From an optimization exercise on the open Yosys and OpenROAD flow, aimed at small area, a short achievable clock period and few clock cycles per item; shortcuts taken in it are not production practice. At most, simulation tests tie the RTL to the original design; equivalence was not proved. Only the layout flow was run in run 6; the RTL was not checked for function there. Power figures rest on the tool's default switching activity, not on a simulated workload.

==> design.v <==
module rr_pick #(parameter n = 4) (
  input [n-1:0] req,
  input [n-1:0] prio,
  output logic [n-1:0] gnt
);
  integer k, d, j;
  logic path, clear;
  always_comb begin
    for (k = 0; k < n; k = k + 1) begin
      path = 1'b0;
      for (d = 0; d < n; d = d + 1) begin
        clear = prio[(k + n - d) % n];
        for (j = 1; j <= d; j = j + 1)
          clear = clear & ~req[(k + n - j) % n];
        path = path | clear;
      end
      gnt[k] = req[k] & path;
    end
  end
endmodule
module out_fifo #(parameter bits = 32) (
  input clk,
  input rst,
  input [2:0] ctr,
  input [bits-1:0] d0, d1, d2, d3,   
  input [3:0] sel,             
  input pop,
  output [bits-1:0] dout,
  output reg pndng,
  output can_push_nxt          
);
  reg [bits-1:0] hd;           
  reg [bits-1:0] r [6:0];
  reg [6:0] v;                 
  reg [6:0] h;                 
  reg [2:0] oq [6:0];          
  reg [2:0] ow, orp;           
  reg [2:0] nph;               
  reg [2:0] cnt;               
  integer k;
  function automatic [2:0] inc7(input [2:0] x);
    inc7 = (x == 3'd6) ? 3'd0 : x + 3'd1;
  endfunction
  wire push = |sel;
  wire [bits-1:0] win = (d0 & {bits{sel[0]}}) | (d1 & {bits{sel[1]}}) |
                        (d2 & {bits{sel[2]}}) | (d3 & {bits{sel[3]}});
  wire do_pop = pop & pndng;
  wire adv = ~pndng | do_pop;            
  wire ring_any = (cnt != 3'd0);
  wire from_ring = adv & ring_any;
  wire to_ring = push & ~(adv & ~ring_any);
  logic [bits-1:0] rd;
  always_comb begin
    rd = {bits{1'b0}};
    for (k = 0; k < 7; k = k + 1)
      rd = rd | (r[k] & {bits{h[k]}});
  end
  assign dout = hd;
  always @(posedge clk) begin
    if (adv) hd <= ring_any ? rd : win;
    r[0] <= to_ring ? win : r[6];
    for (k = 1; k < 7; k = k + 1) r[k] <= r[k-1];
  end
  wire [2:0] dpos = ctr - nph;
  wire [2:0] nxt_pos = (ctr >= nph) ? dpos : dpos - 3'd1;
  wire [2:0] orp2 = inc7(inc7(orp));
  always @(posedge clk)
    if (to_ring) oq[ow] <= ctr;
  wire new_old = to_ring & ((cnt == 3'd0) | ((cnt == 3'd1) & from_ring));
  wire [6:0] vp = v & ~(h & {7{from_ring}});
  assign can_push_nxt = ~vp[5];
  always @(posedge clk) begin
    if (new_old) h <= 7'd1;
    else if (from_ring) h <= 7'd1 << nxt_pos;
    else h <= {h[5:0], h[6]};
    if (from_ring) nph <= (cnt >= 3'd3) ? oq[orp2] : ctr;
    else if (cnt < 3'd2) nph <= ctr;
  end
  always @(posedge clk or posedge rst) begin
    if (rst) begin
      v <= 7'd0;
      ow <= 3'd0;
      orp <= 3'd0;
      cnt <= 3'd0;
      pndng <= 1'b0;
    end else begin
      v <= {vp[5:0], to_ring | vp[6]};
      if (to_ring) ow <= inc7(ow);
      if (from_ring) orp <= inc7(orp);
      cnt <= cnt + {2'd0, to_ring} - {2'd0, from_ring};
      pndng <= (pndng & ~do_pop) | ring_any | push;
    end
  end
endmodule
module router_bus_gnrtr #(parameter pck_sz = 40, parameter num_ntrfs=4, parameter broadcast = {8{1'b1}}, parameter fifo_depth=8,parameter id_c = 2,parameter id_r = 2,parameter columns= 4, parameter rows = 4)(
  input clk,
  input reset,
  input [num_ntrfs*pck_sz-1:0] data_out_i_in,
  input [num_ntrfs-1:0] pndng_i_in,
  input [num_ntrfs-1:0] pop,
  output [num_ntrfs-1:0] popin,
  output [num_ntrfs-1:0] pndng,
  output [num_ntrfs*pck_sz-1:0] data_out
);
  localparam pb = pck_sz - 8;     
  reg [pb-1:0] sd [0:3];    
  reg [3:0] sq [0:3];       
  reg [3:0] gr [0:3];       
  reg [3:0] acc;            
  reg [3:0] prio [0:3];     
  reg [2:0] ctr;            
  logic [3:0] take;
  logic [3:0] sq_n [0:3];
  logic [3:0] req_n [0:3];   
  logic [3:0] gr_n [0:3];
  logic [3:0] prio_n [0:3];
  logic [3:0] room_n;        
  logic [3:0] leave;
  always @(posedge clk or posedge reset)
    if (reset) ctr <= 3'd0;
    else ctr <= (ctr == 3'd6) ? 3'd0 : ctr + 3'd1;
  genvar i, o;
  generate
    for (i = 0; i < 4; i = i + 1) begin : _in_
      wire [3:0] r = data_out_i_in[i*pck_sz + pb - 1 -: 4];
      wire [3:0] c = data_out_i_in[i*pck_sz + pb - 5 -: 4];
      wire m = data_out_i_in[i*pck_sz + pb - 9];
      wire rlt = r < id_r, rgt = r > id_r, clt = c < id_c, cgt = c > id_c;
      wire [3:0] fd;    
      assign fd[0] = m ? rlt : (!clt & !cgt & rlt);
      assign fd[2] = m ? rgt : (!clt & !cgt & rgt);
      assign fd[3] = m ? (!rlt & !rgt & clt) : clt;
      assign fd[1] = m ? (!rlt & !rgt & cgt) : cgt;
      assign take[i] = pndng_i_in[i] & acc[i];
      assign popin[i] = take[i];
      assign leave[i] = gr[0][i] | gr[1][i] | gr[2][i] | gr[3][i];
      always_comb begin
        if (take[i]) sq_n[i] = fd;
        else if (leave[i]) sq_n[i] = 4'd0;
        else sq_n[i] = sq[i];
      end
      always @(posedge clk)
        if (take[i]) sd[i] <= data_out_i_in[i*pck_sz +: pb];
      always @(posedge clk or posedge reset)
        if (reset) begin
          sq[i] <= 4'd0;
          acc[i] <= 1'b1;
        end else begin
          sq[i] <= sq_n[i];
          acc[i] <= (sq_n[i] == 4'd0) | gr_n[0][i] | gr_n[1][i] | gr_n[2][i] | gr_n[3][i];
        end
    end
    for (o = 0; o < 4; o = o + 1) begin : _out_
      wire can_push_nxt;
      assign room_n[o] = can_push_nxt;
      always_comb begin
        for (int j = 0; j < 4; j = j + 1)
          req_n[o][j] = sq_n[j][o] & room_n[o];
        prio_n[o] = (|gr[o]) ? {gr[o][2:0], gr[o][3]} : prio[o];
      end
      rr_pick #(.n(4)) arb (.req(req_n[o]), .prio(prio_n[o]), .gnt(gr_n[o]));
      always @(posedge clk or posedge reset)
        if (reset) begin
          gr[o] <= 4'd0;
          prio[o] <= 4'd1;
        end else begin
          gr[o] <= gr_n[o];
          prio[o] <= prio_n[o];
        end
      if (o == 0) begin : _o0_
        logic [pb-4:0] dq;
        out_fifo #(.bits(pb-3)) fifo_out (
          .clk(clk), .rst(reset), .ctr(ctr), .can_push_nxt(can_push_nxt),
          .d0({sd[0][pb-4], sd[0][pb-5:0]}), .d1({sd[1][pb-4], sd[1][pb-5:0]}),
          .d2({sd[2][pb-4], sd[2][pb-5:0]}), .d3({sd[3][pb-4], sd[3][pb-5:0]}), .sel(gr[o]), .pop(pop[o]),
          .dout(dq), .pndng(pndng[o])
        );
        assign data_out[o*pck_sz +: pb] = {3'b000, dq};
      end else if (o == 3) begin : _o3_
        logic [pb-4:0] dq;
        out_fifo #(.bits(pb-3)) fifo_out (
          .clk(clk), .rst(reset), .ctr(ctr), .can_push_nxt(can_push_nxt),
          .d0({sd[0][pb-1 -: 4], sd[0][pb-8:0]}), .d1({sd[1][pb-1 -: 4], sd[1][pb-8:0]}),
          .d2({sd[2][pb-1 -: 4], sd[2][pb-8:0]}), .d3({sd[3][pb-1 -: 4], sd[3][pb-8:0]}), .sel(gr[o]), .pop(pop[o]),
          .dout(dq), .pndng(pndng[o])
        );
        assign data_out[o*pck_sz +: pb] = {dq[pb-4 -: 4], 3'b000, dq[pb-8:0]};
      end else begin : _o12_
        out_fifo #(.bits(pb)) fifo_out (
          .clk(clk), .rst(reset), .ctr(ctr), .can_push_nxt(can_push_nxt),
          .d0(sd[0]), .d1(sd[1]), .d2(sd[2]), .d3(sd[3]), .sel(gr[o]), .pop(pop[o]),
          .dout(data_out[o*pck_sz +: pb]), .pndng(pndng[o])
        );
      end
      assign data_out[o*pck_sz + pb +: 8] = 8'(o);
    end
  endgenerate
endmodule
==> flow/run.sh <==
#!/bin/bash
set -euo pipefail
export BUFFER_PORTS_ARGS="-buffer_cell sky130_fd_sc_hd__buf_2"
bash standard.sh > flow_make.log 2>&1
==> standard.sh <==
#!/bin/bash
# synth_recipe.tcl (not shown) runs the flow's synth.tcl, then flattens the netlist and writes it again
# the make line also repeats each setting of config.mk as NAME=value (left out here)
make -C /OpenROAD-flow-scripts/flow DESIGN_CONFIG=/design/flow/config.mk WORK_HOME=/design/flow/orfs CLKGATE_MAP_FILE= SYNTH_SCRIPT=/design/flow/synth_recipe.tcl "${@:-finish}"
==> config.mk <==
export PLATFORM = sky130hd
export DESIGN_NAME = router_bus_gnrtr
export DESIGN_NICKNAME = router_bus_gnrtr
export VERILOG_FILES = /design/flow/design.v
export SDC_FILE = /design/flow/constraint.sdc
export NUM_CORES = 4
export LEC_CHECK = 0
export CAP_MARGIN = 20
export CORE_MARGIN = 2
export CORE_UTILIZATION = 40
export SETUP_SLACK_MARGIN = 2.3
export SLEW_MARGIN = 20
==> constraint.sdc <==
create_clock -name core_clock -period 5.0 [get_ports {clk}]
set_input_delay 1.0000 -clock core_clock [delete_from_list [all_inputs] [get_ports {clk}]]
set_output_delay 1.0000 -clock core_clock [all_outputs]
set_load 0.01 [all_outputs]
==> results of run 1 <==
repair_timing:
| action | CTS | global route |
|---|---|---|
| setup endpoints to repair | 120 | 59 |
| resized for setup | 36 | 17 |
| setup buffers | 10 | 5 |
| pin swaps | 2 | 6 |
cell type report:
cell class                 instances  area, um2  area share, %
inverter                         106        449          0.839
sequential                      1351      31200           58.2
multi-input combinational       1950      13200           24.6
antenna                           11       27.5         0.0514
clock inverter                    66        822           1.54
clock buffer                     194       4070           7.61
timing repair buffer             337       1950           3.64
tap                             1500       1880           3.51
metal layers:
metal  vias to the layer above  GRT usage [%]  wire [um]
met3                       298           7.83      18500
li1                      14400              -          -
met2                      1919           37.1      65000
met5                         -          0.654        184
met1                     16200           36.0      63600
met4                        14           9.73       5770
sequential cells by signal, summed over array words and instances (netlist names), 14 cells and up:
| register | flops |
|---|---|
| gr | 16 |
| _out_.genblk1._o12_.fifo_out.oq | 42 |
| _out_._o0_.fifo_out.oq | 21 |
| _out_.genblk1._o3_.fifo_out.r | 203 |
| _out_._o0_.fifo_out.r | 203 |
| prio | 16 |
| _out_.genblk1._o12_.fifo_out.r | 448 |
| _out_._o0_.fifo_out.hd | 29 |
| sd | 128 |
| _out_.genblk1._o12_.fifo_out.hd | 64 |
| _out_.genblk1._o12_.fifo_out.v | 14 |
| _out_.genblk1._o12_.fifo_out.h | 14 |
| _out_.genblk1._o3_.fifo_out.oq | 21 |
| _out_.genblk1._o3_.fifo_out.hd | 29 |
| sq | 16 |
layout by cell type (no fill, tap or decap), types with 10 or more instances in the layout:
cell        instances
clkinvlp_4         11
mux2i_1            21
nand2b_1           10
buf_6              13
nor2_1            286
a22oi_1           490
o21ai_0            48
edfxtp_1          346
clkbuf_1           26
clkbuf_16         148
dfxtp_2            17
o2111ai_1          17
a21oi_1            51
dfrtp_1           111
nor3_1             22
a21boi_0           20
clkinv_2           20
clkinv_1           10
a21o_1             18
dfxtp_1           865
nand3_1           158
o31ai_1            11
nor4b_1            11
diode_2            11
buf_2             263
o211ai_1           22
a222oi_1          122
a211oi_1           14
xor2_1             10
nand2_1           121
conb_1             38
bufinv_16          10
ha_1               22
inv_2              12
clkbuf_8           19
a31oi_1           264
buf_4              59
inv_1              82
power breakdown:
part / internal [mW] / switching [mW] / total, mW
clock: 6.31 / 4.56 / 10.9
combinational: 1.76 / 3.49 / 5.25
sequential: 12.3 / 1.28 / 13.6
total: 20.4 / 9.33 / 29.7
cells by family after synthesis:
logic type / synth area share (%)
and+or+nand+nor: 6.90
DFF: 68.6
xor gates and xnor gates: 0.328
AOI/OAI and AO/OA: 18.6
buffers and inverters: 3.62
adders and majority gates: 1.23
other: 0.0165
muxes: 0.761
worst min-delay path by stage:
stage                                                           from                                                to  slack (ns)  cells past startpoint
detailed placement  _out_[1].genblk1._o12_.fifo_out.r[3][21]$_DFF_P_  _out_[1].genblk1._o12_.fifo_out.r[4][21]$_DFF_P_        0.34                      0
CTS                 _out_[2].genblk1._o12_.fifo_out.r[2][12]$_DFF_P_  _out_[2].genblk1._o12_.fifo_out.r[3][12]$_DFF_P_        0.33                      0
global route        _out_[2].genblk1._o12_.fifo_out.r[2][12]$_DFF_P_  _out_[2].genblk1._o12_.fifo_out.r[3][12]$_DFF_P_        0.33                      0
global placement    _out_[2].genblk1._o12_.fifo_out.r[1][17]$_DFF_P_  _out_[2].genblk1._o12_.fifo_out.r[2][17]$_DFF_P_        0.33                      0
finish               _out_[3].genblk1._o3_.fifo_out.r[3][18]$_DFF_P_   _out_[3].genblk1._o3_.fifo_out.r[4][18]$_DFF_P_        0.32                      0
floorplan            _out_[3].genblk1._o3_.fifo_out.r[0][26]$_DFF_P_   _out_[3].genblk1._o3_.fifo_out.r[1][26]$_DFF_P_        0.33                      0
worst register-to-register path: cells and delay by family, from the launching register on:
kind                   cells  cell delay (ns)
flip-flops                 1             0.97
AO/OA/AOI/OAI              2             0.71
buffers and inverters      1             0.52
AND/OR/NAND/NOR            2             0.19
==> impl_metrics.yaml, run 1 <==
sta:
  finalSetupTns_ns: 0
  finalClockSkew_ns: 0.0383
  holdWs_ns: 0.322
  min_period_ns: 2.76
  post-route-period-util_pct: 55.3
  fmax_mhz: 362
  drv_slew: 0
  tightest_slew_ns: 1.13
  relSlewSlack_pct: 24.4
  setup_ws_ns: 2.24
  rsz0062_at_grt: "yes"
  finalSetupViolCount: 0
  final-hold-violation-count: 0
finish:
  synthToLayoutAreaGrowth_pct: 17.9
  nets: 4095
  fin_area_um2: 53500
  drive_gt1_share_pct: 17.3
  finalNonFillerCells: 5515
  final_core_util_pct: 47.6
  fillers: 9955
setup_path:
  required_ns: 4.00
  crit_path_start_kind: "input port"
  reg2reg_from: "_out_[2].genblk1._o12_.fifo_out.h[3]$_SDFF_PP0_"
  reg2reg_setup_slack_ns: 2.32
  cp-endpoint: "popin[0]"
  slowest_delay_ns: 0.28
  reg2reg_depth: 5
  r2r-end: "_out_[2].genblk1._o12_.fifo_out.hd[20]$_DFFE_PN_"
  crit_type: "input port to primary output"
  cp-end-kind: "primary output"
  crit_family: "buffers and inverters"
  crit_cells: 4
  startpoint: "pndng_i_in[0]"
  cp_slowest_cell: "clkinvlp_4"
  crit_buf_inv: 3
  worstPathArrival_ns: 1.76
  path_cells: "buf_2 > nand2_4 > clkinvlp_4 > buf_6"
  path_max_fanout: 3
run:
  drv_cap: 0
die:
  die_w_um: 341
  die-area_um2: 116000
  initial_core_util_pct: 40.4
  core_area_um2: 112000
  die_h_um: 341
  io_pins: 338
  rows: 123
placement:
  place_ws_ns: 1.42
  hpwlAfterDp_um: 101000
  place_congestion: 0.946
  place_area_um2: 48200
  dp_cells: 5229
  numPortBuffers: 267
logic_synthesis:
  ys_seq_elements: 1351
  synth_cells: 3655
  synth_largest_area_cell: "dfxtp_1"
  postSynthAreaPerCell_um2: 12.4
  synthTopCellsByArea: "dfxtp_1 (39%), edfxtp_1 (23%), a22oi_1 (8.1%)"
  synthFlopType: "dfxtp_1"
  synth_edf_count: 346
  ys_seq_area_share_pct: 68.6
  ys_warn_count: 21
  synth.distinct_cells: 69
  yosys-top-cells-count: "dfxtp_1 (882), a22oi_1 (490), edfxtp_1 (346)"
  yosysMostFrequentCell: "dfxtp_1"
  synth_top_area_share_pct: 38.9
  async_reset_ff_share_pct: 9.10
  syn_area_um2: 45400
clocking:
  numCtsBuffers: 139
  clk_path_buf_depth: 3
  cts_tree: "yes"
  postCtsHoldBufs: 0
  cts.sink_count: 1351
  clock-root-buffer: "clkbuf_16"
  clock_latency_ns: 0.77
  path_clk_slew_ns: 0.06
  h-tree-depth: 4
power_and_ir_drop:
  finalPower_mw: 29.7
  vdd_drop_max_mv: 0.368
  p_leak_nw: 20.2
  powerDensity_nw_per_um2: 556
global_route:
  grt_usage_pct: 25.7
  first_global_vias: 30700
  antenna_found_initial: 24
  grt_pass1_wl_um: 217000
  grt.overflow.total: 0
  grt_start_max_net_pins: 124
detailed_routing:
  via_per_inst: 5.94
  ant_nets: 0
  drtPass1Iterations: 7
  wl_um: 153000
  avgRoutedWirePerCell_um: 27.8
  vias: 32800
  drt-initial-drc-count: 4665
  drc: 0
outcome:
  status: "finished clean"
hold_path:
  hold_path.class: "flop to flop"
Testbench counts, summed over its fixed seeds: cycles 1,890, packets 4,800.
==> run 2: changes to the inputs <==
--- a/design.v
+++ b/design.v
@@ -107,5 +107,6 @@
   reg [3:0] sq [0:3];       
   reg [3:0] gr [0:3];       
-  reg [3:0] acc;            
+  reg [3:0] nacc;           
+  reg [3:0] lv;             
   reg [3:0] prio [0:3];     
   reg [2:0] ctr;            
@@ -114,7 +115,5 @@
   logic [3:0] req_n [0:3];   
   logic [3:0] gr_n [0:3];
-  logic [3:0] prio_n [0:3];
   logic [3:0] room_n;        
-  logic [3:0] leave;
   always @(posedge clk or posedge reset)
     if (reset) ctr <= 3'd0;
@@ -132,21 +131,23 @@
       assign fd[3] = m ? (!rlt & !rgt & clt) : clt;
       assign fd[1] = m ? (!rlt & !rgt & cgt) : cgt;
-      assign take[i] = pndng_i_in[i] & acc[i];
+      assign take[i] = pndng_i_in[i] & ~nacc[i];
       assign popin[i] = take[i];
-      assign leave[i] = gr[0][i] | gr[1][i] | gr[2][i] | gr[3][i];
       always_comb begin
         if (take[i]) sq_n[i] = fd;
-        else if (leave[i]) sq_n[i] = 4'd0;
+        else if (lv[i]) sq_n[i] = 4'd0;
         else sq_n[i] = sq[i];
       end
       always @(posedge clk)
-        if (take[i]) sd[i] <= data_out_i_in[i*pck_sz +: pb];
+        if (~nacc[i]) sd[i] <= data_out_i_in[i*pck_sz +: pb];
+      wire lv_n = gr_n[0][i] | gr_n[1][i] | gr_n[2][i] | gr_n[3][i];
       always @(posedge clk or posedge reset)
         if (reset) begin
           sq[i] <= 4'd0;
-          acc[i] <= 1'b1;
+          nacc[i] <= 1'b0;
+          lv[i] <= 1'b0;
         end else begin
           sq[i] <= sq_n[i];
-          acc[i] <= (sq_n[i] == 4'd0) | gr_n[0][i] | gr_n[1][i] | gr_n[2][i] | gr_n[3][i];
+          nacc[i] <= (sq_n[i] != 4'd0) & ~lv_n;
+          lv[i] <= lv_n;
         end
     end
@@ -157,7 +158,6 @@
         for (int j = 0; j < 4; j = j + 1)
           req_n[o][j] = sq_n[j][o] & room_n[o];
-        prio_n[o] = (|gr[o]) ? {gr[o][2:0], gr[o][3]} : prio[o];
       end
-      rr_pick #(.n(4)) arb (.req(req_n[o]), .prio(prio_n[o]), .gnt(gr_n[o]));
+      rr_pick #(.n(4)) arb (.req(req_n[o]), .prio(prio[o]), .gnt(gr_n[o]));
       always @(posedge clk or posedge reset)
         if (reset) begin
@@ -166,5 +166,5 @@
         end else begin
           gr[o] <= gr_n[o];
-          prio[o] <= prio_n[o];
+          if (|gr_n[o]) prio[o] <= {gr_n[o][2:0], gr_n[o][3]};
         end
       if (o == 0) begin : _o0_
--- a/config.mk
+++ b/config.mk
@@ -9,4 +9,6 @@
 export CORE_MARGIN = 2
 export CORE_UTILIZATION = 40
-export SETUP_SLACK_MARGIN = 2.3
+export CTS_CLUSTER_DIAMETER = 80
+export CTS_CLUSTER_SIZE = 20
+export SETUP_SLACK_MARGIN = 2.4
 export SLEW_MARGIN = 20
==> run 2 against run 1 <==
  * Still clean
  * Via count fell by 4.2%
  * Sequential share of layout area rose by 2.5 points
  * Sequential power rose by 37%
  * Global-route usage fell by 2.9 points
  * Clock-buffer cell count fell by 69
  * Clock power fell by 37%
  * Final cell count fell by 2.1%
  * Clock skew rose by 0.0050 ns
  * Synthesized cell count rose by 0.66%
  * First-iteration DRC count fell by 13%
  * Final area fell by 3.7%
  * Core utilization fell by 1.9 points
==> impl_metrics.yaml, run 2 <==
placement:
  numPortBuffers: 267
  hpwlAfterDp_um: 92000
  place_congestion: 0.934
logic_synthesis:
  ys_seq_area_share_pct: 68.4
  ys_warn_count: 19
  ys_seq_elements: 1355
  async_reset_ff_share_pct: 9.37
  synth_largest_area_cell: "dfxtp_1"
  postSynthAreaPerCell_um2: 12.4
  synth_edf_count: 346
  synthFlopType: "dfxtp_1"
  synth_cells: 3679
  yosys-top-cells-count: "dfxtp_1 (882), a22oi_1 (431), edfxtp_1 (346)"
  synth_top_area_share_pct: 38.7
  synthTopCellsByArea: "dfxtp_1 (39%), edfxtp_1 (23%), a22oi_1 (7.1%)"
  syn_area_um2: 45700
  yosysMostFrequentCell: "dfxtp_1"
  synth.distinct_cells: 95
detailed_routing:
  drc: 0
  via_per_inst: 5.82
  drtPass1Iterations: 10
  ant_nets: 0
  wl_um: 138000
  avgRoutedWirePerCell_um: 25.6
  vias: 31400
  drt-initial-drc-count: 4078
sta:
  drv_slew: 0
  final-hold-violation-count: 0
  finalClockSkew_ns: 0.0432
  fmax_mhz: 382
  tightest_slew_ns: 1.01
  finalSetupViolCount: 0
  finalSetupTns_ns: 0
  post-route-period-util_pct: 52.3
  rsz0062_at_grt: "yes"
  min_period_ns: 2.61
  relSlewSlack_pct: 32.6
finish:
  regArea_um2: 31300
  synthToLayoutAreaGrowth_pct: 12.8
  reg_top3: "_out_.genblk1._o12_.fifo_out.r: 448 flops, _out_._o0_.fifo_out.r: 203 flops, _out_.genblk1._o3_.fifo_out.r: 203 flops"
  final_core_util_pct: 45.7
  largest_reg_flops: 448
  largest-register: "_out_.genblk1._o12_.fifo_out.r"
  drive_gt1_share_pct: 16.0
  nets: 4052
  multi_input_area_um2: 13600
  mostFrequentLayoutCell: "dfxtp_1"
  fillers: 10200
  layout_common_cells: "dfxtp_1 (863), a22oi_1 (431), edfxtp_1 (346), nor2_1 (311)"
power_and_ir_drop:
  vdd_drop_max_mv: 0.379
  p_leak_nw: 19.7
  powerDensity_nw_per_um2: 670
clocking:
  cts_tree: "yes"
  clk_path_buf_depth: 3
  numCtsBuffers: 81
  clock-root-buffer: "clkbuf_16"
  clock_latency_ns: 0.70
  cts.sink_count: 1355
  postCtsHoldBufs: 0
  path_clk_slew_ns: 0.08
  h-tree-depth: 3
global_route:
  first_global_vias: 29600
  grt_usage_pct: 22.8
  grt_pass1_wl_um: 198000
  grt.overflow.total: 0
  antenna_found_initial: 9
  grt_start_max_net_pins: 93
setup_path:
  path_max_fanout: 5
  crit_type: "flop to flop"
  worstPathArrival_ns: 3.21
  required_ns: 5.59
  r2r-end: "_out_[1].genblk1._o12_.fifo_out.h[1]$_SDFF_PP0_"
  cp-end-kind: "flop"
  reg2reg_setup_slack_ns: 2.39
  reg2reg_from: "ctr[0]$_DFF_PP0_"
  reg2reg_depth: 12
  crit_path_start_kind: "flop"
run:
  drv_cap: 0
hold_path:
  min_path_cells: 0
  hold_path.class: "flop to flop"
  hp-start: "_out_[1].genblk1._o12_.fifo_out.r[4][1]$_DFF_P_"
  min_to: "_out_[1].genblk1._o12_.fifo_out.r[5][1]$_DFF_P_"
die:
  rows: 123
  die-area_um2: 117000
  initial_core_util_pct: 40.5
  die_w_um: 342
  die_h_um: 342
  io_pins: 338
  core_area_um2: 113000
outcome:
  status: "finished clean"
-- run 2: cell type report --
| cell class | instances | share of cell area (%) |
|---|---|---|
| inverter | 104 | 0.884 |
| sequential | 1355 | 60.7 |
| clock inverter | 12 | 0.231 |
| clock buffer | 125 | 4.44 |
| multi-input combinational | 1970 | 26.4 |
| tap | 1500 | 3.64 |
| antenna | 1 | 0.00486 |
| timing repair buffer | 330 | 3.68 |
-- run 2: critical path, stage by stage, from the launching register on --
cell and delay, ns:
dfrtp_2 0.41, clkinvlp_4 0.10, buf_6 0.14, ha_1 0.22, inv_2 0.06, fa_2 0.47
inv_2 0.06, ha_1 0.14, inv_1 0.05, a211oi_2 0.17, xnor2_1 0.14, or3_4 0.42
o21ai_0 0.14
-- run 2: per-layer routing --
layer / wire length [um] / GRT usage (%) / vias up / share of wire, %
li1: - / - / 14200 / -
met5: 141 / 0.776 / - / 0.10
met2: 62600 / 35.3 / 1487 / 45
met1: 57100 / 31.1 / 15500 / 41
met4: 4830 / 8.31 / 4 / 3.5
met3: 13300 / 5.25 / 236 / 9.6
-- run 2: cells by family (layout without fill, tap and decap cells) --
logic type / after synthesis / after routing / share of synthesized area [%]
DFF: 1355 / 1355 / 68.4
AOI/OAI and AO/OA: 1133 / 1133 / 18.5
and+or+nand+nor: 718 / 718 / 7.20
buffers and inverters: 390 / 571 / 3.65
adders and majority gates: 40 / 40 / 1.23
muxes: 28 / 28 / 0.732
xor gates and xnor gates: 13 / 13 / 0.249
other: 2 / 39 / 0.0165
-- run 2: how the worst max path moves through the flow --
stage | start | end | slack (ns)
CTS | gr[3][0]$_DFF_PP0_ | _out_[3].genblk1._o3_.fifo_out.cnt[1]$_DFF_PP0_ | 2.28
global placement | gr[3][0]$_DFF_PP0_ | _out_[3].genblk1._o3_.fifo_out.cnt[1]$_DFF_PP0_ | 1.50
finish | ctr[0]$_DFF_PP0_ | _out_[1].genblk1._o12_.fifo_out.h[1]$_SDFF_PP0_ | 2.39
floorplan | pop[1] | _out_[1].genblk1._o12_.fifo_out.h[1]$_SDFF_PP0_ | 1.83
global route | ctr[0]$_DFF_PP0_ | _out_[1].genblk1._o12_.fifo_out.h[2]$_SDFF_PP0_ | 2.27
detailed placement | gr[3][0]$_DFF_PP0_ | _out_[3].genblk1._o3_.fifo_out.cnt[1]$_DFF_PP0_ | 1.51
-- run 2: stage by stage --
step                area (um2)  cells  hold slack, ns  setup WS [ns]  total power [mW]
finish                   51500   5397           0.334           2.39              34.5
global placement         48600   5240           0.332           1.50              27.3
detailed placement       48600   5240           0.336           1.51              27.3
floorplan                46400   3715           0.330           1.83              23.4
CTS                      51300   5385           0.341           2.28              34.5
global route             51500   5397           0.347           2.27              36.3
-- run 2: report_power, final --
part	switching (mW)	leakage [nW]	internal (mW)
logic	5.62	6.14	3.44
registers	3.06	12.4	15.5
clock network	3.69	1.16	3.21
total	12.4	19.7	22.2
-- run 2: repair_timing --
| action | 4_1_cts | 5_1_grt |
|---|---|---|
| pin swaps | 8 | 20 |
| resized for setup | 48 | 52 |
| endpoints found under the setup margin | 191 | 49 |
| gates cloned | 1 | 0 |
| setup buffers | 7 | 11 |
Testbench counts of run 2, summed over its fixed seeds: cycles 1,890, packets 4,800.
==> run 3: changes to the inputs <==
--- a/design.v
+++ b/design.v
@@ -23,4 +23,5 @@
   input rst,
   input [2:0] ctr,
+  input [6:0] ct1h,            
   input [bits-1:0] d0, d1, d2, d3,   
   input [3:0] sel,             
@@ -36,5 +37,5 @@
   reg [2:0] oq [6:0];          
   reg [2:0] ow, orp;           
-  reg [2:0] nph;               
+  reg [6:0] nph;               
   reg [2:0] cnt;               
   integer k;
@@ -49,5 +50,5 @@
   wire ring_any = (cnt != 3'd0);
   wire from_ring = adv & ring_any;
-  wire to_ring = push & ~(adv & ~ring_any);
+  wire to_ring = push;
   logic [bits-1:0] rd;
   always_comb begin
@@ -58,10 +59,16 @@
   assign dout = hd;
   always @(posedge clk) begin
-    if (adv) hd <= ring_any ? rd : win;
+    if (from_ring) hd <= rd;
     r[0] <= to_ring ? win : r[6];
     for (k = 1; k < 7; k = k + 1) r[k] <= r[k-1];
   end
-  wire [2:0] dpos = ctr - nph;
-  wire [2:0] nxt_pos = (ctr >= nph) ? dpos : dpos - 3'd1;
+  logic [6:0] nxt_pos;
+  integer c;
+  always_comb
+    for (k = 0; k < 7; k = k + 1) begin
+      nxt_pos[k] = 1'b0;
+      for (c = 0; c < 7; c = c + 1)
+        nxt_pos[k] = nxt_pos[k] | (ct1h[c] & nph[(c + 7 - k) % 7]);
+    end
   wire [2:0] orp2 = inc7(inc7(orp));
   always @(posedge clk)
@@ -72,8 +79,8 @@
   always @(posedge clk) begin
     if (new_old) h <= 7'd1;
-    else if (from_ring) h <= 7'd1 << nxt_pos;
+    else if (from_ring) h <= nxt_pos;
     else h <= {h[5:0], h[6]};
-    if (from_ring) nph <= (cnt >= 3'd3) ? oq[orp2] : ctr;
-    else if (cnt < 3'd2) nph <= ctr;
+    if (from_ring) nph <= (cnt >= 3'd3) ? 7'd1 << oq[orp2] : ct1h;
+    else if (cnt < 3'd2) nph <= ct1h;
   end
   always @(posedge clk or posedge rst) begin
@@ -89,5 +96,5 @@
       if (from_ring) orp <= inc7(orp);
       cnt <= cnt + {2'd0, to_ring} - {2'd0, from_ring};
-      pndng <= (pndng & ~do_pop) | ring_any | push;
+      pndng <= (pndng & ~do_pop) | ring_any;
     end
   end
@@ -111,4 +118,5 @@
   reg [3:0] prio [0:3];     
   reg [2:0] ctr;            
+  reg [6:0] ct1h;           
   logic [3:0] take;
   logic [3:0] sq_n [0:3];
@@ -117,6 +125,11 @@
   logic [3:0] room_n;        
   always @(posedge clk or posedge reset)
-    if (reset) ctr <= 3'd0;
-    else ctr <= (ctr == 3'd6) ? 3'd0 : ctr + 3'd1;
+    if (reset) begin
+      ctr <= 3'd0;
+      ct1h <= 7'd1;
+    end else begin
+      ctr <= (ctr == 3'd6) ? 3'd0 : ctr + 3'd1;
+      ct1h <= {ct1h[5:0], ct1h[6]};
+    end
   genvar i, o;
   generate
@@ -171,5 +184,5 @@
         logic [pb-4:0] dq;
         out_fifo #(.bits(pb-3)) fifo_out (
-          .clk(clk), .rst(reset), .ctr(ctr), .can_push_nxt(can_push_nxt),
+          .clk(clk), .rst(reset), .ctr(ctr), .ct1h(ct1h), .can_push_nxt(can_push_nxt),
           .d0({sd[0][pb-4], sd[0][pb-5:0]}), .d1({sd[1][pb-4], sd[1][pb-5:0]}),
           .d2({sd[2][pb-4], sd[2][pb-5:0]}), .d3({sd[3][pb-4], sd[3][pb-5:0]}), .sel(gr[o]), .pop(pop[o]),
@@ -180,5 +193,5 @@
         logic [pb-4:0] dq;
         out_fifo #(.bits(pb-3)) fifo_out (
-          .clk(clk), .rst(reset), .ctr(ctr), .can_push_nxt(can_push_nxt),
+          .clk(clk), .rst(reset), .ctr(ctr), .ct1h(ct1h), .can_push_nxt(can_push_nxt),
           .d0({sd[0][pb-1 -: 4], sd[0][pb-8:0]}), .d1({sd[1][pb-1 -: 4], sd[1][pb-8:0]}),
           .d2({sd[2][pb-1 -: 4], sd[2][pb-8:0]}), .d3({sd[3][pb-1 -: 4], sd[3][pb-8:0]}), .sel(gr[o]), .pop(pop[o]),
@@ -188,5 +201,5 @@
       end else begin : _o12_
         out_fifo #(.bits(pb)) fifo_out (
-          .clk(clk), .rst(reset), .ctr(ctr), .can_push_nxt(can_push_nxt),
+          .clk(clk), .rst(reset), .ctr(ctr), .ct1h(ct1h), .can_push_nxt(can_push_nxt),
           .d0(sd[0]), .d1(sd[1]), .d2(sd[2]), .d3(sd[3]), .sel(gr[o]), .pop(pop[o]),
           .dout(data_out[o*pck_sz +: pb]), .pndng(pndng[o])
==> flow/run.sh (replaced) <==
#!/bin/bash
set -euo pipefail
export BUFFER_PORTS_ARGS="-buffer_cell sky130_fd_sc_hd__buf_1"
bash standard.sh > flow_make.log 2>&1
--- a/config.mk
+++ b/config.mk
@@ -8,7 +8,7 @@
 export CAP_MARGIN = 20
 export CORE_MARGIN = 2
-export CORE_UTILIZATION = 40
+export CORE_UTILIZATION = 55
 export CTS_CLUSTER_DIAMETER = 80
 export CTS_CLUSTER_SIZE = 20
-export SETUP_SLACK_MARGIN = 2.4
+export SETUP_SLACK_MARGIN = 2.5
 export SLEW_MARGIN = 20
==> run 3 against run 2 <==
  * Still clean
  * Synthesized cell count shrank 5.5%
  * Die area fell by 28%
  * Fmax up 5.0%
  * Via count fell by 0.38%
  * Clock-buffer cell count increased by 9
  * Total power fell by 3.2%
  * Non-clock buffer count is 5 higher
  * Final cell count shrank 11%
  * Critical endpoint is now nacc[3]$_DFF_PP0_
==> impl_metrics.yaml, run 3 <==
global_route:
  grt_pass1_wl_um: 202000
  grt.overflow.total: 0
  grt_usage_pct: 32.0
  first_global_vias: 30700
  antenna_found_initial: 5
  grt_start_max_net_pins: 135
die:
  die_w_um: 291
  rows: 105
  io_pins: 338
  core_area_um2: 81700
  initial_core_util_pct: 55.3
  die-area_um2: 84500
  die_h_um: 291
power_and_ir_drop:
  internal_power_mw: 21.9
  p_leak_nw: 18.4
  powerDensity_nw_per_um2: 672
  finalPower_mw: 33.4
  seqPwrFrac_pct: 59.9
  p_clk_share_pct: 19.6
  swShare_pct: 34.4
  switching_power_mw: 11.5
  vdd_drop_max_mv: 0.583
  power_frac_comb_pct: 20.5
logic_synthesis:
  synth_compound_area_share_pct: 18.2
  synth_top_family_by_area: "compound AO/OA/AOI/OAI gates"
  async_reset_ff_share_pct: 9.72
  synthFlopType: "dfxtp_1"
  synthTopCellsByArea: "dfxtp_1 (39%), edfxtp_1 (24%), a22oi_1 (8.8%)"
  synth_cells: 3478
  synth_largest_area_cell: "dfxtp_1"
  ys_seq_area_share_pct: 70.5
  postSynthAreaPerCell_um2: 13.0
  synthAdderAreaFrac_pct: 0.620
  syn_area_um2: 45200
  ys_warn_count: 19
  synth_edf_count: 362
  ys_seq_elements: 1378
  synth-xor-area-share_pct: 0.0775
  yosys-top-cells-count: "dfxtp_1 (882), a22oi_1 (532), edfxtp_1 (362)"
  yosys.area_share.simple_pct: 6.14
  yosysMostFrequentCell: "dfxtp_1"
  synth_top_area_share_pct: 39.1
  synth.distinct_cells: 85
  synthMuxAreaShare_pct: 0.938
detailed_routing:
  drc: 0
  via_per_inst: 6.54
  drtPass1Iterations: 14
  ant_nets: 0
  wl_um: 139000
  vias: 31300
  drt-initial-drc-count: 4203
  avgRoutedWirePerCell_um: 29.0
clocking:
  clock-root-buffer: "clkbuf_16"
  postCtsHoldBufs: 0
  cts.sink_count: 1378
  clk_path_buf_depth: 3
  path_clk_slew_ns: 0.09
  numCtsBuffers: 78
  clock_latency_ns: 0.65
  h-tree-depth: 3
  cts_tree: "yes"
sta:
  finalSetupTns_ns: 0
  rsz0062_at_grt: "no"
  final-hold-violation-count: 0
  finalSetupViolCount: 0
  tightest_slew_ns: 1.19
  holdWs_ns: 0.337
  drv_slew: 0
  min_period_ns: 2.49
  post-route-period-util_pct: 49.8
  fmax_mhz: 402
  relSlewSlack_pct: 20.8
  finalClockSkew_ns: 0.0235
hold_path:
  hold_path.class: "flop to flop"
finish:
  nets: 3841
  fillers: 6443
  reg_top3: "_out_.genblk1._o12_.fifo_out.r: 448 flops, _out_._o0_.fifo_out.r: 203 flops, _out_.genblk1._o3_.fifo_out.r: 203 flops"
  finalNonFillerCells: 4781
  largest-register: "_out_.genblk1._o12_.fifo_out.r"
  drive_gt1_share_pct: 8.39
  fin_area_um2: 49800
  synthToLayoutAreaGrowth_pct: 10.1
  mostFrequentLayoutCell: "dfxtp_1"
  largest_reg_flops: 448
  layout_common_cells: "dfxtp_1 (863), a22oi_1 (532), edfxtp_1 (362), buf_1 (262), nor2_1 (189)"
placement:
  hpwlAfterDp_um: 90700
  numPortBuffers: 267
  place_congestion: 0.936
  place_area_um2: 47100
  dp_cells: 4619
setup_path:
  cp-end-kind: "flop"
  path_cells: "buf_1 > nor4b_1 > o211ai_1 > nand2_2 > o21ai_2 > and3_1 > o311a_1 > nor4b_2"
  required_ns: 5.56
  crit_path_start_kind: "input port"
  slowest_delay_ns: 0.39
  worstPathArrival_ns: 3.05
  cp_slowest_cell: "o311a_1"
  crit_type: "input port to flop"
  path_max_fanout: 7
outcome:
  status: "finished clean"
run:
  drv_cap: 0
## run 3: changes by cell type after synthesis, moves of 16 or more
cell	change
a221oi_1	-26
nand2b_1	+18
a31oi_1	-110
a22o_1	-22
a222oi_1	+28
o21ai_0	-18
edfxtp_1	+16
a21o_1	-17
a22oi_1	+101
nor2_1	-127
ha_1	-16
nand3_1	+35
nand2_1	-34
## run 3: cell families (layout without fill, tap and decap cells)
family	after synthesis	count (layout)
flip-flops	1378	1378
AO/OA/AOI/OAI	1083	1083
AND/OR/NAND/NOR	586	586
buffers and inverters	366	561
multiplexers	39	39
adder cells (fa/ha/maj)	20	20
XOR/XNOR	4	4
other	2	40
## run 3: final cells by class
class | instances | area (um2) | share of cell area [%]
Sequential cell | 1378 | 31900 | 64.2
Multi-Input combinational cell | 1770 | 12300 | 24.8
Clock inverter | 4 | 53.8 | 0.108
Clock buffer | 134 | 2160 | 4.35
Tap cell | 1070 | 1340 | 2.69
Timing Repair Buffer | 335 | 1570 | 3.16
Inverter | 88 | 353 | 0.709
Antenna cell | 2 | 5.00 | 0.0101
## run 3: path summary, 6_finish.rpt
check,start,end,slack [ns],cells past startpoint
worst min-delay path,_out_[0]._o0_.fifo_out.r[2][20]$_DFF_P_,_out_[0]._o0_.fifo_out.r[3][20]$_DFF_P_,0.34,0
worst max-delay path,data_out_i_in[104],nacc[3]$_DFF_PP0_,2.51,8
worst max register to register,gr[1][3]$_DFF_PP0_,_out_[1].genblk1._o12_.fifo_out.r[0][13]$_DFF_P_,2.61,5
min in group asynchronous,reset,_out_[2].genblk1._o12_.fifo_out.v[0]$_DFF_PP0_,0.51,3
max in group asynchronous,reset,ctr[2]$_DFF_PP0_,3.74,3
worst min register to register,_out_[0]._o0_.fifo_out.r[2][20]$_DFF_P_,_out_[0]._o0_.fifo_out.r[3][20]$_DFF_P_,0.34,0
## run 3: repair_timing
item	4_1_cts	5_1_grt
buffers inserted	5	17
gates resized for setup	27	32
pin swaps	3	4
endpoints found under the setup margin	141	70
## run 3: power groups by stage
stage / clock, mW / combinational, mW / sequential [mW]
floorplan: 0 / 4.62 / 18.6
global placement: 0 / 6.46 / 19.7
detailed placement: 0 / 6.59 / 20.0
CTS: 6.64 / 6.72 / 19.9
global route: 7.04 / 7.48 / 20.4
finish: 6.56 / 6.84 / 20.0
## run 3: through the flow
step	util, %	setup WS (ns)
after floorplan	-	2.23
after CTS	60.6	2.48
final	60.9	2.51
after global routing	60.9	2.50
after global placement	57.7	1.37
after detailed placement	57.7	1.33
## run 3: metal layers
metal | up-vias | GRT usage [%] | part of all wire (%)
li1 | 13600 | - | -
met1 | 15600 | 42.5 | 39
met2 | 1704 | 50.3 | 46
met3 | 329 | 6.50 | 9.4
met4 | 6 | 15.5 | 5.4
met5 | - | 0 | 0.026
## run 3: critical path, delay by kind of cell
kind | cells | cell delay (ns)
AND/OR/NAND/NOR | 4 | 1.10
buffers and inverters | 1 | 0.19
AO/OA/AOI/OAI | 3 | 0.75
Testbench counts of run 3, summed over its fixed seeds: cycles 1,898, packets 4,800.
==> run 4: changes to the inputs <==
==> flow/run.sh (replaced) <==
#!/bin/bash
set -euo pipefail
export BUFFER_PORTS_ARGS="-buffer_cell sky130_fd_sc_hd__buf_2"
bash standard.sh > flow_make.log 2>&1
--- a/config.mk
+++ b/config.mk
@@ -8,7 +8,7 @@
 export CAP_MARGIN = 20
 export CORE_MARGIN = 2
-export CORE_UTILIZATION = 55
+export CORE_UTILIZATION = 45
 export CTS_CLUSTER_DIAMETER = 80
 export CTS_CLUSTER_SIZE = 20
-export SETUP_SLACK_MARGIN = 2.5
+export SETUP_SLACK_MARGIN = 2.65
 export SLEW_MARGIN = 20
==> run 4 against run 3 <==
  * Routed wire length decreased by 2.4%
  * First-iteration DRC count decreased by 6.0%
  * Critical path depth decreased by 5
  * Largest power group unchanged
==> impl_metrics.yaml, run 4 <==
global_route:
  grt.overflow.total: 0
  grt_pass1_wl_um: 196000
  grt_usage_pct: 25.5
  grt_start_max_net_pins: 120
  antenna_found_initial: 6
  first_global_vias: 29200
setup_path:
  cp-end-kind: "primary output"
  worstPathArrival_ns: 1.45
  crit_cells: 3
  crit_path_start_kind: "flop"
  crit_type: "flop to primary output"
  cp_slowest_cell: "dfrtp_1"
  path_cells: "nand2b_4 > inv_4 > buf_6"
  required_ns: 4.00
  slowest_delay_ns: 0.42
  crit_family: "flip-flops"
  reg2reg_depth: 9
  reg2reg_setup_slack_ns: 2.68
  crit_buf_inv: 2
  path_max_fanout: 4
detailed_routing:
  ant_nets: 0
  vias: 30700
  drc: 0
  avgRoutedWirePerCell_um: 26.8
  drtPass1Iterations: 13
  wl_um: 135000
  drt-initial-drc-count: 3952
  via_per_inst: 6.08
die:
  core_area_um2: 99900
  io_pins: 338
  die_w_um: 321
  die_h_um: 321
  die-area_um2: 103000
  initial_core_util_pct: 45.3
  rows: 116
run:
  drv_cap: 0
sta:
  drv_slew: 0
  setup_ws_ns: 2.55
  finalSetupViolCount: 0
  min_period_ns: 2.45
  post-route-period-util_pct: 49.1
  fmax_mhz: 407
  tightest_slew_ns: 1.09
  rsz0062_at_grt: "yes"
  relSlewSlack_pct: 27.1
  finalClockSkew_ns: 0.0171
  finalSetupTns_ns: 0
  final-hold-violation-count: 0
clocking:
  postCtsHoldBufs: 0
  numCtsBuffers: 79
  cts_tree: "yes"
  clock-root-buffer: "clkbuf_16"
  path_clk_slew_ns: 0.09
  cts.sink_count: 1378
  clk_path_buf_depth: 3
  h-tree-depth: 3
  clock_latency_ns: 0.68
finish:
  final_core_util_pct: 51.3
  mostFrequentLayoutCell: "dfxtp_1"
  largest_reg_flops: 448
  largest-register: "_out_.genblk1._o12_.fifo_out.r"
  reg_top3: "_out_.genblk1._o12_.fifo_out.r: 448 flops, _out_._o0_.fifo_out.r: 203 flops, _out_.genblk1._o3_.fifo_out.r: 203 flops"
  nets: 3883
  synthToLayoutAreaGrowth_pct: 13.2
  layout_common_cells: "dfxtp_1 (861), a22oi_1 (532), edfxtp_1 (362), buf_2 (259), nor2_1 (188)"
  drive_gt1_share_pct: 17.8
logic_synthesis:
  yosysMostFrequentCell: "dfxtp_1"
  ys_warn_count: 19
  synth_cells: 3478
  synth.distinct_cells: 85
  yosys-top-cells-count: "dfxtp_1 (882), a22oi_1 (532), edfxtp_1 (362)"
  postSynthAreaPerCell_um2: 13.0
  syn_area_um2: 45200
  synthTopCellsByArea: "dfxtp_1 (39%), edfxtp_1 (24%), a22oi_1 (8.8%)"
  async_reset_ff_share_pct: 9.72
  synthFlopType: "dfxtp_1"
  synth_largest_area_cell: "dfxtp_1"
  ys_seq_elements: 1378
  ys_seq_area_share_pct: 70.5
  synth_top_area_share_pct: 39.1
  synth_edf_count: 362
placement:
  place_ws_ns: 1.61
  hpwlAfterDp_um: 89100
  place_congestion: 0.901
  numPortBuffers: 267
power_and_ir_drop:
  p_leak_nw: 19.5
  finalPower_mw: 33.9
  vdd_drop_max_mv: 0.384
  powerDensity_nw_per_um2: 663
outcome:
  status: "finished clean"
hold_path:
  hold_path.class: "input port to async pin"
==> run 4: repair_timing <==
item,4_1_cts,5_1_grt
gates cloned,0,0
gates resized for setup,65,68
setup endpoints to repair,153,92
endpoints found under the hold margin,0,0
buffers inserted,25,34
pin swaps,9,26
==> run 4: metal layers <==
metal | share of wire, % | GRT usage (%) | up-vias
li1 | - | - | 13700
met1 | 40 | 34.6 | 15300
met2 | 46 | 40.4 | 1466
met3 | 9.6 | 5.62 | 251
met4 | 3.9 | 8.97 | 2
met5 | 0.0059 | 0 | -
==> run 4: final timing paths <==
kind | start | endpoint
worst max-delay path | nacc[2]$_DFF_PP0_ | popin[2]
worst min-delay path | reset | _out_[2].genblk1._o12_.fifo_out.ow[0]$_DFFE_PP0N_
worst max register to register | nacc[0]$_DFF_PP0_ | prio[1][2]$_DFFE_PP0P_
worst min register to register | _out_[2].genblk1._o12_.fifo_out.r[4][3]$_DFF_P_ | _out_[2].genblk1._o12_.fifo_out.r[5][3]$_DFF_P_
max in group asynchronous | reset | _out_[3].genblk1._o3_.fifo_out.orp[0]$_DFFE_PP0N_
min in group core_clock | _out_[2].genblk1._o12_.fifo_out.r[4][3]$_DFF_P_ | _out_[2].genblk1._o12_.fifo_out.r[5][3]$_DFF_P_
==> run 4: area by class of cell <==
class | instances | area (um2)
Timing Repair Buffer | 376 | 2270
Clock buffer | 133 | 2270
Antenna cell | 1 | 2.50
Sequential cell | 1378 | 31900
Clock inverter | 7 | 91.3
Inverter | 88 | 368
Multi-Input combinational cell | 1770 | 12600
Fill cell | 8659 | 48700
Tap cell | 1298 | 1620
==> run 4: kinds of logic after synthesis <==
kind of cell | count (synthesis) | synth area share (%)
muxes | 39 | 0.938
AOI/OAI and AO/OA | 1083 | 18.2
buffers and inverters | 366 | 3.43
DFF | 1378 | 70.5
xor gates and xnor gates | 4 | 0.0775
and+or+nand+nor | 586 | 6.14
other | 2 | 0.0166
adders and majority gates | 20 | 0.620
==> run 4: stage by stage <==
stage                     cell area, um2  instances  hold slack [ns]
after floorplan                    45700       3514            0.330
after global placement             47800       4851            0.331
after detailed placement           47800       4851            0.335
after CTS                          50600       5016            0.286
after global routing               51200       5050            0.315
final                              51200       5051            0.307
==> run 4: worst register-to-register path, delay by kind of cell (launching register included) <==
family          cells  cell delay [ns]
flops               1             0.41
simple gates        4             1.09
buf+inv             3             0.45
compound gates      2             0.30
==> run 4: report_power, final <==
group,internal [mW],leakage [nW],switching [mW]
Clock,3.15,1.13,3.65
Combinational,2.76,5.77,4.29
Sequential,16.5,12.6,3.57
Total,22.4,19.5,11.5
==> run 5: changes to the inputs <==
--- a/config.mk
+++ b/config.mk
@@ -8,7 +8,7 @@
 export CAP_MARGIN = 20
 export CORE_MARGIN = 2
-export CORE_UTILIZATION = 45
+export CORE_UTILIZATION = 40
 export CTS_CLUSTER_DIAMETER = 80
 export CTS_CLUSTER_SIZE = 20
-export SETUP_SLACK_MARGIN = 2.65
+export SETUP_SLACK_MARGIN = 2.5
 export SLEW_MARGIN = 20
==> run 5 against run 4 <==
  * Register-to-register slack lost 0.10 ns
  * Fmax shrank 1.1%
  * Routed wire length grew 1.2%
  * Via count shrank 0.20%
  * Clock power grew 2%
  * Synthesized cell count is the same
  * Global-route usage shrank 2.7 points
  * First-iteration DRC count grew 2.8%
  * Critical path depth grew 5
  * Non-clock buffer count shrank 36
  * Final cell count grew 3.4%
  * Clock-buffer cell count shrank 3
  * Critical endpoint is now lv[2]$_DFF_PP0_
  * Largest power group unchanged
  * Highest routed layer unchanged
==> impl_metrics.yaml, run 5 <==
outcome:
  status: "finished clean"
global_route:
  grt_usage_pct: 22.9
  grt.overflow.total: 0
  first_global_vias: 28800
  antenna_found_initial: 18
  grt_start_max_net_pins: 108
  grt_pass1_wl_um: 198000
sta:
  setup_ws_ns: 2.52
  post-route-period-util_pct: 49.7
  fmax_mhz: 403
  drv_slew: 0
  relSlewSlack_pct: 31.7
  rsz0062_at_grt: "yes"
  final-hold-violation-count: 0
  finalSetupViolCount: 0
  finalClockSkew_ns: 0.0314
  finalSetupTns_ns: 0
  tightest_slew_ns: 1.02
  min_period_ns: 2.48
placement:
  place_congestion: 0.926
  dp_cells: 5056
  hpwlAfterDp_um: 90200
  place_ws_ns: 1.57
  numPortBuffers: 267
detailed_routing:
  avgRoutedWirePerCell_um: 26.3
  drt-initial-drc-count: 4062
  drtPass1Iterations: 10
  vias: 30700
  wl_um: 137000
  ant_nets: 0
  via_per_inst: 5.87
  drc: 0
die:
  core_area_um2: 112000
  die_h_um: 340
  io_pins: 338
  rows: 123
  die_w_um: 340
  initial_core_util_pct: 40.2
  die-area_um2: 116000
clocking:
  cts.sink_count: 1378
  clk_path_buf_depth: 3
  postCtsHoldBufs: 0
  numCtsBuffers: 81
  path_clk_slew_ns: 0.08
  cts_tree: "yes"
  clock-root-buffer: "clkbuf_16"
  h-tree-depth: 3
  clock_latency_ns: 0.68
setup_path:
  slowest_delay_ns: 0.56
  reg2reg_depth: 7
  crit_path_start_kind: "input port"
  cp-endpoint: "lv[2]$_DFF_PP0_"
  worstPathArrival_ns: 3.04
  cp-end-kind: "flop"
  crit_buf_inv: 1
  cp_slowest_cell: "or4b_4"
  reg2reg_from: "gr[1][1]$_DFF_PP0_"
  crit_family: "simple AND/OR/NAND/NOR gates"
  startpoint: "data_out_i_in[30]"
  crit_type: "input port to flop"
  crit_cells: 8
  reg2reg_setup_slack_ns: 2.58
  r2r-end: "_out_[1].genblk1._o12_.fifo_out.r[0][25]$_DFF_P_"
  path_cells: "buf_2 > or4b_4 > a221oi_2 > or2_4 > a21boi_2 > o211ai_4 > nand2b_1 > or3_1"
  required_ns: 5.55
  path_max_fanout: 6
power_and_ir_drop:
  finalPower_mw: 33.9
  vdd_drop_max_mv: 0.495
  powerDensity_nw_per_um2: 666
  p_leak_nw: 19.3
finish:
  largest_reg_flops: 448
  finalNonFillerCells: 5222
  final_core_util_pct: 45.3
  reg_top3: "_out_.genblk1._o12_.fifo_out.r: 448 flops, _out_._o0_.fifo_out.r: 203 flops, _out_.genblk1._o3_.fifo_out.r: 203 flops"
  layout_common_cells: "dfxtp_1 (864), a22oi_1 (532), edfxtp_1 (362), buf_2 (267), nor2_1 (189)"
  drive_gt1_share_pct: 15.9
  mostFrequentLayoutCell: "dfxtp_1"
  synthToLayoutAreaGrowth_pct: 12.5
  largest-register: "_out_.genblk1._o12_.fifo_out.r"
  fillers: 10300
  nets: 3850
logic_synthesis:
  synth_top_area_share_pct: 39.1
  syn_area_um2: 45200
  yosys-top-cells-count: "dfxtp_1 (882), a22oi_1 (532), edfxtp_1 (362)"
  synth.distinct_cells: 85
  synth_edf_count: 362
  ys_seq_elements: 1378
  ys_seq_area_share_pct: 70.5
  synth_cells: 3478
  yosysMostFrequentCell: "dfxtp_1"
  ys_warn_count: 19
  postSynthAreaPerCell_um2: 13.0
  synthFlopType: "dfxtp_1"
  synth_largest_area_cell: "dfxtp_1"
  async_reset_ff_share_pct: 9.72
  synthTopCellsByArea: "dfxtp_1 (39%), edfxtp_1 (24%), a22oi_1 (8.8%)"
hold_path:
  hp-start: "_out_[3].genblk1._o3_.fifo_out.r[3][21]$_DFF_P_"
  hold_path.class: "flop to flop"
run:
  drv_cap: 0
run 5: what timing repair did:
| item | CTS | global route |
|---|---|---|
| endpoints found under the setup margin | 74 | 38 |
| gates cloned | 1 | 0 |
| pin swaps | 2 | 7 |
| resized for setup | 33 | 27 |
| buffers inserted | 6 | 14 |
run 5: cells by family after synthesis:
| family | count (synthesis) | share of synthesized area (%) |
|---|---|---|
| AO/OA/AOI/OAI | 1083 | 18.2 |
| adder cells (fa/ha/maj) | 20 | 0.620 |
| flip-flops | 1378 | 70.5 |
| other | 2 | 0.0166 |
| multiplexers | 39 | 0.938 |
| buffers and inverters | 366 | 3.43 |
| AND/OR/NAND/NOR | 586 | 6.14 |
| XOR/XNOR | 4 | 0.0775 |
run 5: per-stage QoR:
| step | hold slack [ns] | area [um2] |
|---|---|---|
| after floorplan | 0.330 | 45700 |
| after global placement | 0.332 | 48000 |
| after detailed placement | 0.336 | 48000 |
| after CTS | 0.331 | 50700 |
| after global routing | 0.336 | 50900 |
| final | 0.331 | 50900 |
run 5: area by class of cell:
class                   instances  area [um2]  share of cell area [%]
well taps                    1500        1880                    3.69
clock inverters                12         146                   0.288
multi-input cells            1771       12300                    24.3
inverters                      88         358                   0.703
flip-flops and latches       1378       31900                    62.8
clock buffers                 130        2270                    4.47
repair buffers                340        1940                    3.81
diodes                          3        7.51                  0.0148
run 5: how the worst min path moves through the flow:
stage / endpoint / slack, ns / cells past startpoint
6_report: _out_[3].genblk1._o3_.fifo_out.r[4][21]$_DFF_P_ / 0.33 / 0
5_1_grt: _out_[3].genblk1._o3_.fifo_out.r[4][21]$_DFF_P_ / 0.34 / 0
4_1_cts: _out_[3].genblk1._o3_.fifo_out.r[4][21]$_DFF_P_ / 0.33 / 0
3_5_place_dp: _out_[3].genblk1._o3_.fifo_out.r[6][3]$_DFF_P_ / 0.34 / 0
3_3_place_gp: _out_[1].genblk1._o12_.fifo_out.r[5][8]$_DFF_P_ / 0.33 / 0
2_1_floorplan: _out_[3].genblk1._o3_.fifo_out.r[4][25]$_DFF_P_ / 0.33 / 0
run 5: power by group:
part	internal [mW]	leakage [nW]	switching (mW)	total, mW
Clock	3.19	1.16	3.75	6.94
Sequential	16.5	12.6	3.54	20.0
Combinational	2.57	5.50	4.34	6.91
run 5: layer usage:
layer | vias up | track usage (%) | wire length [um]
met5 | - | 0 | 16
met4 | 2 | 7.53 | 5140
met3 | 243 | 6.13 | 13700
met2 | 1515 | 35.6 | 61500
met1 | 15200 | 31.0 | 56800
li1 | 13700 | - | -
==> run 6: changes to the inputs <==
--- a/design.v
+++ b/design.v
@@ -26,4 +26,5 @@
   input [bits-1:0] d0, d1, d2, d3,   
   input [3:0] sel,             
+  input push,                  
   input pop,
   output [bits-1:0] dout,
@@ -43,5 +44,4 @@
     inc7 = (x == 3'd6) ? 3'd0 : x + 3'd1;
   endfunction
-  wire push = |sel;
   wire [bits-1:0] win = (d0 & {bits{sel[0]}}) | (d1 & {bits{sel[1]}}) |
                         (d2 & {bits{sel[2]}}) | (d3 & {bits{sel[3]}});
@@ -114,4 +114,5 @@
   reg [3:0] sq [0:3];       
   reg [3:0] gr [0:3];       
+  reg [3:0] psh;            
   reg [3:0] nacc;           
   reg [3:0] lv;             
@@ -176,7 +177,9 @@
         if (reset) begin
           gr[o] <= 4'd0;
+          psh[o] <= 1'b0;
           prio[o] <= 4'd1;
         end else begin
           gr[o] <= gr_n[o];
+          psh[o] <= |gr_n[o];
           if (|gr_n[o]) prio[o] <= {gr_n[o][2:0], gr_n[o][3]};
         end
@@ -186,5 +189,5 @@
           .clk(clk), .rst(reset), .ctr(ctr), .ct1h(ct1h), .can_push_nxt(can_push_nxt),
           .d0({sd[0][pb-4], sd[0][pb-5:0]}), .d1({sd[1][pb-4], sd[1][pb-5:0]}),
-          .d2({sd[2][pb-4], sd[2][pb-5:0]}), .d3({sd[3][pb-4], sd[3][pb-5:0]}), .sel(gr[o]), .pop(pop[o]),
+          .d2({sd[2][pb-4], sd[2][pb-5:0]}), .d3({sd[3][pb-4], sd[3][pb-5:0]}), .sel(gr[o]), .push(psh[o]), .pop(pop[o]),
           .dout(dq), .pndng(pndng[o])
         );
@@ -195,5 +198,5 @@
           .clk(clk), .rst(reset), .ctr(ctr), .ct1h(ct1h), .can_push_nxt(can_push_nxt),
           .d0({sd[0][pb-1 -: 4], sd[0][pb-8:0]}), .d1({sd[1][pb-1 -: 4], sd[1][pb-8:0]}),
-          .d2({sd[2][pb-1 -: 4], sd[2][pb-8:0]}), .d3({sd[3][pb-1 -: 4], sd[3][pb-8:0]}), .sel(gr[o]), .pop(pop[o]),
+          .d2({sd[2][pb-1 -: 4], sd[2][pb-8:0]}), .d3({sd[3][pb-1 -: 4], sd[3][pb-8:0]}), .sel(gr[o]), .push(psh[o]), .pop(pop[o]),
           .dout(dq), .pndng(pndng[o])
         );
@@ -202,5 +205,5 @@
         out_fifo #(.bits(pb)) fifo_out (
           .clk(clk), .rst(reset), .ctr(ctr), .ct1h(ct1h), .can_push_nxt(can_push_nxt),
-          .d0(sd[0]), .d1(sd[1]), .d2(sd[2]), .d3(sd[3]), .sel(gr[o]), .pop(pop[o]),
+          .d0(sd[0]), .d1(sd[1]), .d2(sd[2]), .d3(sd[3]), .sel(gr[o]), .push(psh[o]), .pop(pop[o]),
           .dout(data_out[o*pck_sz +: pb]), .pndng(pndng[o])
         );
--- a/config.mk
+++ b/config.mk
@@ -8,7 +8,7 @@
 export CAP_MARGIN = 20
 export CORE_MARGIN = 2
-export CORE_UTILIZATION = 40
+export CORE_UTILIZATION = 45
 export CTS_CLUSTER_DIAMETER = 80
 export CTS_CLUSTER_SIZE = 20
-export SETUP_SLACK_MARGIN = 2.5
+export SETUP_SLACK_MARGIN = 2.65
 export SLEW_MARGIN = 20
==> run 6 against run 5 <==
  * Still clean
  * Clock power barely moved
  * Critical endpoint is now psh[3]$_DFF_PP0_
  * Non-clock buffer count increased by 56
  * Sequential cell count grew 4
  * Sequential share of layout area fell by 1.1 points
  * Die area decreased by 10%
  * Final cell count shrank 2.4%
  * Clock-buffer cell count increased by 3
  * Clock skew increased by 0.0060 ns
  * Setup slack lost 0.068 ns
  * First-iteration DRC count rose by 6.9%
  * Highest routed layer unchanged
  * Critical path type unchanged
==> impl_metrics.yaml, run 6 <==
outcome:
  status: "finished clean"
power_and_ir_drop:
  p_leak_nw: 19.7
  vdd_drop_max_mv: 0.368
  finalPower_mw: 37.1
  powerDensity_nw_per_um2: 713
logic_synthesis:
  yosys.area_share.simple_pct: 6.33
  ys_seq_area_share_pct: 70.3
  synthTopCellsByArea: "dfxtp_1 (39%), edfxtp_1 (24%), a22oi_1 (9.0%)"
  synth_top_area_share_pct: 38.8
  synthFlopType: "dfxtp_1"
  synth_cells: 3492
  synth.distinct_cells: 84
  yosys-top-cells-count: "dfxtp_1 (882), a22oi_1 (548), edfxtp_1 (362)"
  yosysMostFrequentCell: "dfxtp_1"
  synthMuxAreaShare_pct: 0.710
  synth_compound_area_share_pct: 18.7
  postSynthAreaPerCell_um2: 13.0
  ys_seq_elements: 1382
  synth-xor-area-share_pct: 0.0770
  ys_warn_count: 19
  synth_largest_area_cell: "dfxtp_1"
  syn_area_um2: 45500
  synth_edf_count: 362
  synthAdderAreaFrac_pct: 0.616
  async_reset_ff_share_pct: 9.99
  synth_top_family_by_area: "compound AO/OA/AOI/OAI gates"
global_route:
  first_global_vias: 29300
  grt.overflow.total: 0
  grt_pass1_wl_um: 207000
  antenna_found_initial: 15
  grt_start_max_net_pins: 70
  grt_usage_pct: 27.5
detailed_routing:
  drt-initial-drc-count: 4344
  vias: 31900
  drtPass1Iterations: 10
  drc: 0
  ant_nets: 0
  avgRoutedWirePerCell_um: 28.8
  wl_um: 147000
  via_per_inst: 6.26
sta:
  post-route-period-util_pct: 51.0
  holdWs_ns: 0.341
  tightest_slew_ns: 1.15
  fmax_mhz: 392
  rsz0062_at_grt: "yes"
  setup_ws_ns: 2.45
  relSlewSlack_pct: 23.3
  final-hold-violation-count: 0
  finalClockSkew_ns: 0.0374
  finalSetupTns_ns: 0
  drv_slew: 0
  finalSetupViolCount: 0
  min_period_ns: 2.55
hold_path:
  hold_path.class: "flop to flop"
placement:
  place_congestion: 0.978
  place_area_um2: 48200
  hpwlAfterDp_um: 99600
  place_ws_ns: 1.59
  numPortBuffers: 267
  dp_cells: 4877
finish:
  largest_reg_flops: 448
  mostFrequentLayoutCell: "dfxtp_1"
  fin_area_um2: 52000
  finalNonFillerCells: 5096
  fillers: 8625
  synthToLayoutAreaGrowth_pct: 14.3
  regArea_um2: 32000
  nets: 3926
  layout_common_cells: "dfxtp_1 (867), a22oi_1 (548), edfxtp_1 (362), buf_2 (255), nor2_1 (194)"
  multi_input_area_um2: 13000
  drive_gt1_share_pct: 18.5
  largest-register: "_out_.genblk1._o12_.fifo_out.r"
  reg_top3: "_out_.genblk1._o12_.fifo_out.r: 448 flops, _out_._o0_.fifo_out.r: 203 flops, _out_.genblk1._o3_.fifo_out.r: 203 flops"
  final_core_util_pct: 51.9
die:
  rows: 116
  die_w_um: 322
  initial_core_util_pct: 45.4
  core_area_um2: 100000
  die_h_um: 322
  die-area_um2: 104000
  io_pins: 338
setup_path:
  crit_path_start_kind: "input port"
  cp-end-kind: "flop"
  crit_type: "input port to flop"
  required_ns: 5.56
  crit_family: "simple AND/OR/NAND/NOR gates"
  worstPathArrival_ns: 3.11
  path_cells: "buf_8 > or4b_4 > a211o_1 > and2_4 > o211ai_1 > or2_4 > inv_2 > or4_4"
  slowest_delay_ns: 0.55
  crit_buf_inv: 2
  cp_slowest_cell: "or4b_4"
  path_max_fanout: 4
clocking:
  postCtsHoldBufs: 0
  clk_path_buf_depth: 3
  h-tree-depth: 3
  path_clk_slew_ns: 0.09
  cts_tree: "yes"
  clock-root-buffer: "clkbuf_16"
  cts.sink_count: 1382
  clock_latency_ns: 0.69
  numCtsBuffers: 80
run:
  drv_cap: 0
## run 6: cell types whose count changed after synthesis, moves of 11 or more
cell	delta
o41ai_1	+15
nand3b_1	+12
nand3_1	-16
inv_1	-11
a22oi_1	+16
mux2i_1	-11
## run 6: cell families after synthesis
group,Yosys count
buffers and inverters,350
DFF,1382
AOI/OAI and AO/OA,1109
xor gates and xnor gates,4
muxes,28
and+or+nand+nor,597
other,2
adders and majority gates,20
## run 6: cell type report
type	count	share of cell area [%]
clock inverter	9	0.238
timing repair buffer	396	4.95
clock buffer	133	4.44
sequential	1382	61.6
tap	1298	3.12
inverter	80	0.662
antenna	2	0.00963
multi-input combinational	1796	25.0
## run 6: path summary, 6_finish.rpt
path                                                                       from                                              end  slack [ns]  cells past startpoint
worst max-delay path                                          data_out_i_in[31]                                 psh[3]$_DFF_PP0_        2.45                      8
worst min register to register  _out_[1].genblk1._o12_.fifo_out.r[2][1]$_DFF_P_  _out_[1].genblk1._o12_.fifo_out.r[3][1]$_DFF_P_        0.34                      0
worst min-delay path            _out_[1].genblk1._o12_.fifo_out.r[2][1]$_DFF_P_  _out_[1].genblk1._o12_.fifo_out.r[3][1]$_DFF_P_        0.34                      0
worst max register to register  _out_[1].genblk1._o12_.fifo_out.h[5]$_SDFF_PP0_                                  lv[2]$_DFF_PP0_        2.60                      7
max in group asynchronous                                                 reset                           prio[1][0]$_DFFE_PP1P_        3.65                      3
min in group asynchronous                                                 reset                               sq[3][0]$_DFF_PP0_        0.47                      2
## run 6: worst reg2reg max path: stages (launching register included)
cell and delay [ns]:
dfxtp_1 0.36, buf_12 0.26, inv_1 0.18, o311ai_2 0.46
o41ai_4 0.17, o311a_4 0.39, o21bai_1 0.17, or3_1 0.31
## run 6: power by group
part	switching (mW)	leakage, nW	internal (mW)
combinational	5.69	5.85	3.33
sequential	4.20	12.7	16.9
clock	3.70	1.17	3.24
total	13.6	19.7	23.5
## run 6: routing by layer
metal	share of wire (%)	wire length (um)	GRT usage, %	vias to the layer above
met5	0.045	66	0	-
met4	4.7	6870	11.4	10
met3	11	16200	6.12	293
met2	42	62100	39.4	1892
met1	42	61800	40.2	15800
li1	-	-	-	13900
## run 6: what timing repair did
action / 4_1_cts / 5_1_grt
resized for setup: 88 / 82
endpoints found under the setup margin: 83 / 56
endpoints found under the hold margin: 0 / 0
pin swaps: 35 / 44
gates cloned: 0 / 2
buffers inserted: 44 / 28

-- afterwards: timing with drivers on the ports --
The flow's constraints put no driver on any port. The routed layouts listed below were extracted and timed again, unchanged, in two steps. Step 1 assumes that a clkbuf_16 drives the clock port and a buf_2 every other input. Step 2 adds t to the input delays and takes it off the output delays; t is the mean of the earliest and latest rising clock arrival at the registers after step 1. Input paths then give back, and output paths get back, about the clock's delay inside the block. Three values: ideal ports, drivers, drivers and shift; two values: the first two.
run | t, ns | setup WS [ns] | worst register clock-pin slew, ns | pins driven straight from the clock port
run 1 | 0.828 | 2.237 / 2.181 / 1.552 | 0.07 / 0.07 | 1
run 2 | 0.744 | 2.385 / 2.375 / 1.712 | 0.09 / 0.09 | 1
run 3 | 0.714 | 2.510 / 2.490 / 1.835 | 0.09 / 0.09 | 1
run 4 | 0.735 | 2.545 / 2.474 / 1.906 | 0.09 / 0.09 | 1
run 5 | 0.740 | 2.517 / 2.491 / 1.831 | 0.09 / 0.09 | 1
run 6 | 0.746 | 2.450 / 2.479 / 1.734 | 0.09 / 0.09 | 1
After both steps setup and hold are still met in every run listed. The setup slack of run 6, which loses most, moves by +0.029 ns with the drivers and by -0.716 ns with both steps.
